Source: an optimization exercise on an open RTL-to-GDS flow (aim: small area, a short achievable clock period and few clock cycles). Production flows keep margins and buffers that such runs may drop. Where RTL was checked, it was by simulation tests only, not by an equivalence proof against the original. Power figures rest on the tool's default switching activity, not on a simulated workload.

==> flow/design.v <==
`timescale 1ns / 1ps
module task3(
    input [2:0] opcode,
    output reg done,
    output reg [23:0] out,
    input [7:0] in2,
    input [7:0] in1,
    input [7:0] in0,
    input clk,
    input rst
    );
    reg [1:0] ph;    
    function [10:0] fx; input [3:0] v;
        case (v)
            4'd0: fx = 11'd0;
            4'd1: fx = 11'd13;
            4'd2: fx = 11'd36;
            4'd3: fx = 11'd69;
            4'd4: fx = 11'd112;
            4'd5: fx = 11'd165;
            4'd6: fx = 11'd228;
            4'd7: fx = 11'd301;
            4'd8: fx = 11'd384;
            4'd9: fx = 11'd477;
            4'd10: fx = 11'd580;
            4'd11: fx = 11'd693;
            4'd12: fx = 11'd816;
            4'd13: fx = 11'd949;
            4'd14: fx = 11'd1092;
            4'd15: fx = 11'd1245;
        endcase
    endfunction
    function [9:0] gy; input [3:0] v;
        case (v)
            4'd0: gy = 10'd0;
            4'd1: gy = 10'd1;
            4'd2: gy = 10'd10;
            4'd3: gy = 10'd27;
            4'd4: gy = 10'd52;
            4'd5: gy = 10'd85;
            4'd6: gy = 10'd126;
            4'd7: gy = 10'd175;
            4'd8: gy = 10'd232;
            4'd9: gy = 10'd297;
            4'd10: gy = 10'd370;
            4'd11: gy = 10'd451;
            4'd12: gy = 10'd540;
            4'd13: gy = 10'd637;
            4'd14: gy = 10'd742;
            4'd15: gy = 10'd855;
        endcase
    endfunction
    function [10:0] fz; input [3:0] v;
        case (v)
            4'd0: fz = 11'd13;
            4'd1: fz = 11'd17;
            4'd2: fz = 11'd33;
            4'd3: fz = 11'd61;
            4'd4: fz = 11'd101;
            4'd5: fz = 11'd153;
            4'd6: fz = 11'd217;
            4'd7: fz = 11'd293;
            4'd8: fz = 11'd381;
            4'd9: fz = 11'd481;
            4'd10: fz = 11'd593;
            4'd11: fz = 11'd717;
            4'd12: fz = 11'd853;
            4'd13: fz = 11'd1001;
            4'd14: fz = 11'd1161;
            4'd15: fz = 11'd1333;
        endcase
    endfunction
    wire sub = (opcode == 3'd1);
    reg [7:0] mx;
    always @*
        case (ph)
            2'd1:    mx = out[7:0];
            2'd2:    mx = out[23:16];
            default: mx = (opcode == 3'd2) ? in1 : in0;
        endcase
    wire [7:0] mz = (ph == 2'd2) ? out[15:8] : 8'd0;
    wire [15:0] prod = mx * in0 + mz;
    wire [9:0] sum = {2'b0, in0} + (sub ? {2'b11, ~in1} : {2'b0, in1})
                   + ((opcode == 3'd6) ? {2'b0, in2} : 10'd0) + {9'd0, sub};
    wire [12:0] f = {2'b0, fx(in0[3:0])} + {2'b0, fz(in2[3:0])} - {3'b0, gy(in1[3:0])};
    reg [23:0] res;
    always @* begin
        case (opcode)
            3'd0, 3'd6: res = {14'd0, sum};
            3'd1:       res = {{14{sum[9]}}, sum};
            3'd3:       res = {17'd0, in0[7:1]};
            3'd7:       res = {5'd0, {6{f[12]}}, f};
            3'd5:       res = (ph == 2'd1) ? {out[15:8], prod}
                            : (ph == 2'd2) ? {prod, out[7:0]} : {8'd0, prod};
            default:    res = {8'd0, prod};
        endcase
    end
    always @(posedge clk) begin
        if (!rst) begin
            done <= 1'b0;
            ph <= 2'd0;
        end else if (!done) begin
            out <= res;
            if (opcode == 3'd5 && ph != 2'd2)
                ph <= ph + 2'd1;
            else
                done <= 1'b1;
        end
    end
endmodule
clock: 12.0 ns
lec_check: 0
cap_margin: 20
core_margin: 2
core_utilization: 40
slew_margin: 20
run.sh (not shown) runs the stock make flow with config.mk's settings and CLKGATE_MAP_FILE= SYNTH_SCRIPT=/design/flow/synth_recipe.tcl, a recipe that flattens the netlist after the stock synthesis.
Testbench counts at the start, summed over its fixed seeds: cycles 18,034.
Next try:
--- a/flow/design.v
+++ b/flow/design.v
@@ -10,5 +10,5 @@
     input rst
     );
-    reg [1:0] ph;    
+    reg [2:0] st;    
     function [10:0] fx; input [3:0] v;
         case (v)
@@ -72,13 +72,10 @@
     endfunction
     wire sub = (opcode == 3'd1);
-    reg [7:0] mx;
-    always @*
-        case (ph)
-            2'd1:    mx = out[7:0];
-            2'd2:    mx = out[23:16];
-            default: mx = (opcode == 3'd2) ? in1 : in0;
-        endcase
-    wire [7:0] mz = (ph == 2'd2) ? out[15:8] : 8'd0;
-    wire [15:0] prod = mx * in0 + mz;
+    wire [7:0] mb = (opcode == 3'd2) ? in1 : in0;
+    wire lo = (st == 3'd0);
+    wire sq = (st[2:1] == 2'd0);         
+    wire [3:0] d = sq ? (lo ? mb[3:0] : mb[7:4]) : out[3:0];
+    wire [7:0] z = lo ? 8'd0 : (sq ? out[11:4] : out[23:16]);
+    wire [11:0] t = in0 * d + z;
     wire [9:0] sum = {2'b0, in0} + (sub ? {2'b11, ~in1} : {2'b0, in1})
                    + ((opcode == 3'd6) ? {2'b0, in2} : 10'd0) + {9'd0, sub};
@@ -91,18 +88,17 @@
             3'd3:       res = {17'd0, in0[7:1]};
             3'd7:       res = {5'd0, {6{f[12]}}, f};
-            3'd5:       res = (ph == 2'd1) ? {out[15:8], prod}
-                            : (ph == 2'd2) ? {prod, out[7:0]} : {8'd0, prod};
-            default:    res = {8'd0, prod};
+            default:    res = lo ? {12'd0, t} : sq ? {8'd0, t, out[3:0]} : {t, out[15:4]};
         endcase
     end
+    wire last = (opcode == 3'd5) ? (st == 3'd5)
+              : (opcode == 3'd2 || opcode == 3'd4) ? (st == 3'd1) : 1'b1;
     always @(posedge clk) begin
         if (!rst) begin
             done <= 1'b0;
-            ph <= 2'd0;
+            st <= 3'd0;
         end else if (!done) begin
             out <= res;
-            if (opcode == 3'd5 && ph != 2'd2)
-                ph <= ph + 2'd1;
-            else
+            st <= st + 3'd1;
+            if (last)
                 done <= 1'b1;
         end
Outcome:
- The new run completed with no timing, DRC or antenna violations
- setup slack improved by 350 ps
- total power fell by 12%
- via count goes down by 14%
- hold slack is better by 87 ps
- routed wire length goes down by 18%
- sequential power stays flat
- sequential cell count is higher by 1
- cell area shrinks by 14%
- combinational power went down by 16%
- critical path depth is lower by 3
- clock-buffer cell count rises by 1
- sequential share of layout area rose by 2.2 points
- utilization goes up by 1.5 points
- synthesized cell count falls by 19%
For the second run of this note, only the layout was checked, not whether the RTL still works.


Starts from the design.v that is shown in full above.
==> flow/config.mk <==
export PLATFORM = sky130hd
export DESIGN_NAME = task3
export DESIGN_NICKNAME = task3
export VERILOG_FILES = /design/flow/design.v
export SDC_FILE = /design/flow/constraint.sdc
export NUM_CORES = 4
export LEC_CHECK = 0
export ABC_CLOCK_PERIOD_IN_PS = 3000
export CAP_MARGIN = 20
export CORE_MARGIN = 2
export CORE_UTILIZATION = 40
export SLEW_MARGIN = 20
==> flow/constraint.sdc <==
create_clock -name core_clock -period 12.0 [get_ports {clk}]
set_input_delay 2.4000 -clock core_clock [delete_from_list [all_inputs] [get_ports {clk}]]
set_output_delay 2.4000 -clock core_clock [all_outputs]
set_load 0.01 [all_outputs]
standard.sh (not shown) runs the stock make flow with config.mk's settings and CLKGATE_MAP_FILE= SYNTH_SCRIPT=/design/flow/synth_recipe.tcl, a recipe that flattens the netlist after the stock synthesis.
==> flow/flow/run.sh <==
#!/bin/bash
set -euo pipefail
cd "$(dirname "$0")/.."
bash standard.sh finish \
  SETUP_SLACK_MARGIN=7 \
  "BUFFER_PORTS_ARGS=-buffer_cell sky130_fd_sc_hd__buf_1" \
  > run_standard.log 2>&1
Testbench counts at the start, summed over its fixed seeds: cycles 18,034.
Next try:
--- a/flow/design.v
+++ b/flow/design.v
@@ -9,7 +9,7 @@
     input clk,
     input rst
     );
-    reg [1:0] ph;    
+    reg [2:0] st;    
     function [10:0] fx; input [3:0] v;
         case (v)
             4'd0: fx = 11'd0;
@@ -71,15 +71,12 @@
         endcase
     endfunction
     wire sub = (opcode == 3'd1);
-    reg [7:0] mx;
-    always @*
-        case (ph)
-            2'd1:    mx = out[7:0];
-            2'd2:    mx = out[23:16];
-            default: mx = (opcode == 3'd2) ? in1 : in0;
-        endcase
-    wire [7:0] mz = (ph == 2'd2) ? out[15:8] : 8'd0;
-    wire [15:0] prod = mx * in0 + mz;
+    wire [7:0] mb = (opcode == 3'd2) ? in1 : in0;
+    wire lo = (st == 3'd0);
+    wire sq = (st[2:1] == 2'd0);         
+    wire [3:0] d = sq ? (lo ? mb[3:0] : mb[7:4]) : out[3:0];
+    wire [7:0] z = lo ? 8'd0 : (sq ? out[11:4] : out[23:16]);
+    wire [11:0] t = in0 * d + z;
     wire [9:0] sum = {2'b0, in0} + (sub ? {2'b11, ~in1} : {2'b0, in1})
                    + ((opcode == 3'd6) ? {2'b0, in2} : 10'd0) + {9'd0, sub};
     wire [12:0] f = {2'b0, fx(in0[3:0])} + {2'b0, fz(in2[3:0])} - {3'b0, gy(in1[3:0])};
@@ -90,20 +87,19 @@
             3'd1:       res = {{14{sum[9]}}, sum};
             3'd3:       res = {17'd0, in0[7:1]};
             3'd7:       res = {5'd0, {6{f[12]}}, f};
-            3'd5:       res = (ph == 2'd1) ? {out[15:8], prod}
-                            : (ph == 2'd2) ? {prod, out[7:0]} : {8'd0, prod};
-            default:    res = {8'd0, prod};
+            default:    res = lo ? {12'd0, t} : sq ? {8'd0, t, out[3:0]} : {t, out[15:4]};
         endcase
     end
+    wire last = (opcode == 3'd5) ? (st == 3'd5)
+              : (opcode == 3'd2 || opcode == 3'd4) ? (st == 3'd1) : 1'b1;
     always @(posedge clk) begin
         if (!rst) begin
             done <= 1'b0;
-            ph <= 2'd0;
+            st <= 3'd0;
         end else if (!done) begin
             out <= res;
-            if (opcode == 3'd5 && ph != 2'd2)
-                ph <= ph + 2'd1;
-            else
+            st <= st + 3'd1;
+            if (last)
                 done <= 1'b1;
         end
     end
After rerunning: Total power fell by 0.50%; worst setup slack improves by 330 ps; cell count fell by 15%; routed wire length fell by 12%; die area fell by 15%; clock-buffer cell count fell by 1; non-clock buffer count fell by 9; global-route usage rose by 0.42 points; critical path depth fell by 2; area after synthesis fell by 15%; final area fell by 15%; hold slack improves by 58 ps; combinational power barely changes.
Only the layout flow was run in the second run of this note; the RTL was not checked for function there.

-- port drivers added, routing unchanged --
How much do the figures lean on ideal ports? The routed layouts below were timed once more, with nothing changed but the port constraints. Step 1: set_driving_cell puts a clkbuf_16 on clk and a buf_2 on each other input, an assumption about the parent block. Step 2 times the ports against the registers' clock, not the clock port: input delays grow and output delays shrink by t, the midpoint of the rising clock arrivals with the driver on. a / b / c = ideal ports / drivers / drivers and shift; a / b = the first two.
run | t, ns | setup WS [ns] | worst hold slack (ns)
the first run of note 1 | 0.298 | 3.601 / 3.597 / 3.298 | 0.539 / 0.539 / 0.539
the second run of note 1 | 0.301 | 3.955 / 3.950 / 3.649 | 0.625 / 0.625 / 0.625
the first run of note 2 | 0.293 | 4.991 / 4.972 / 4.679 | 0.564 / 0.564 / 0.564
the second run of note 2 | 0.295 | 5.317 / 5.288 / 4.992 | 0.623 / 0.623 / 0.623
After both steps every run listed still meets setup and hold. For the second run of note 2, which loses most, drivers alone change the setup slack by -0.029 ns; drivers and shift together by -0.325 ns.
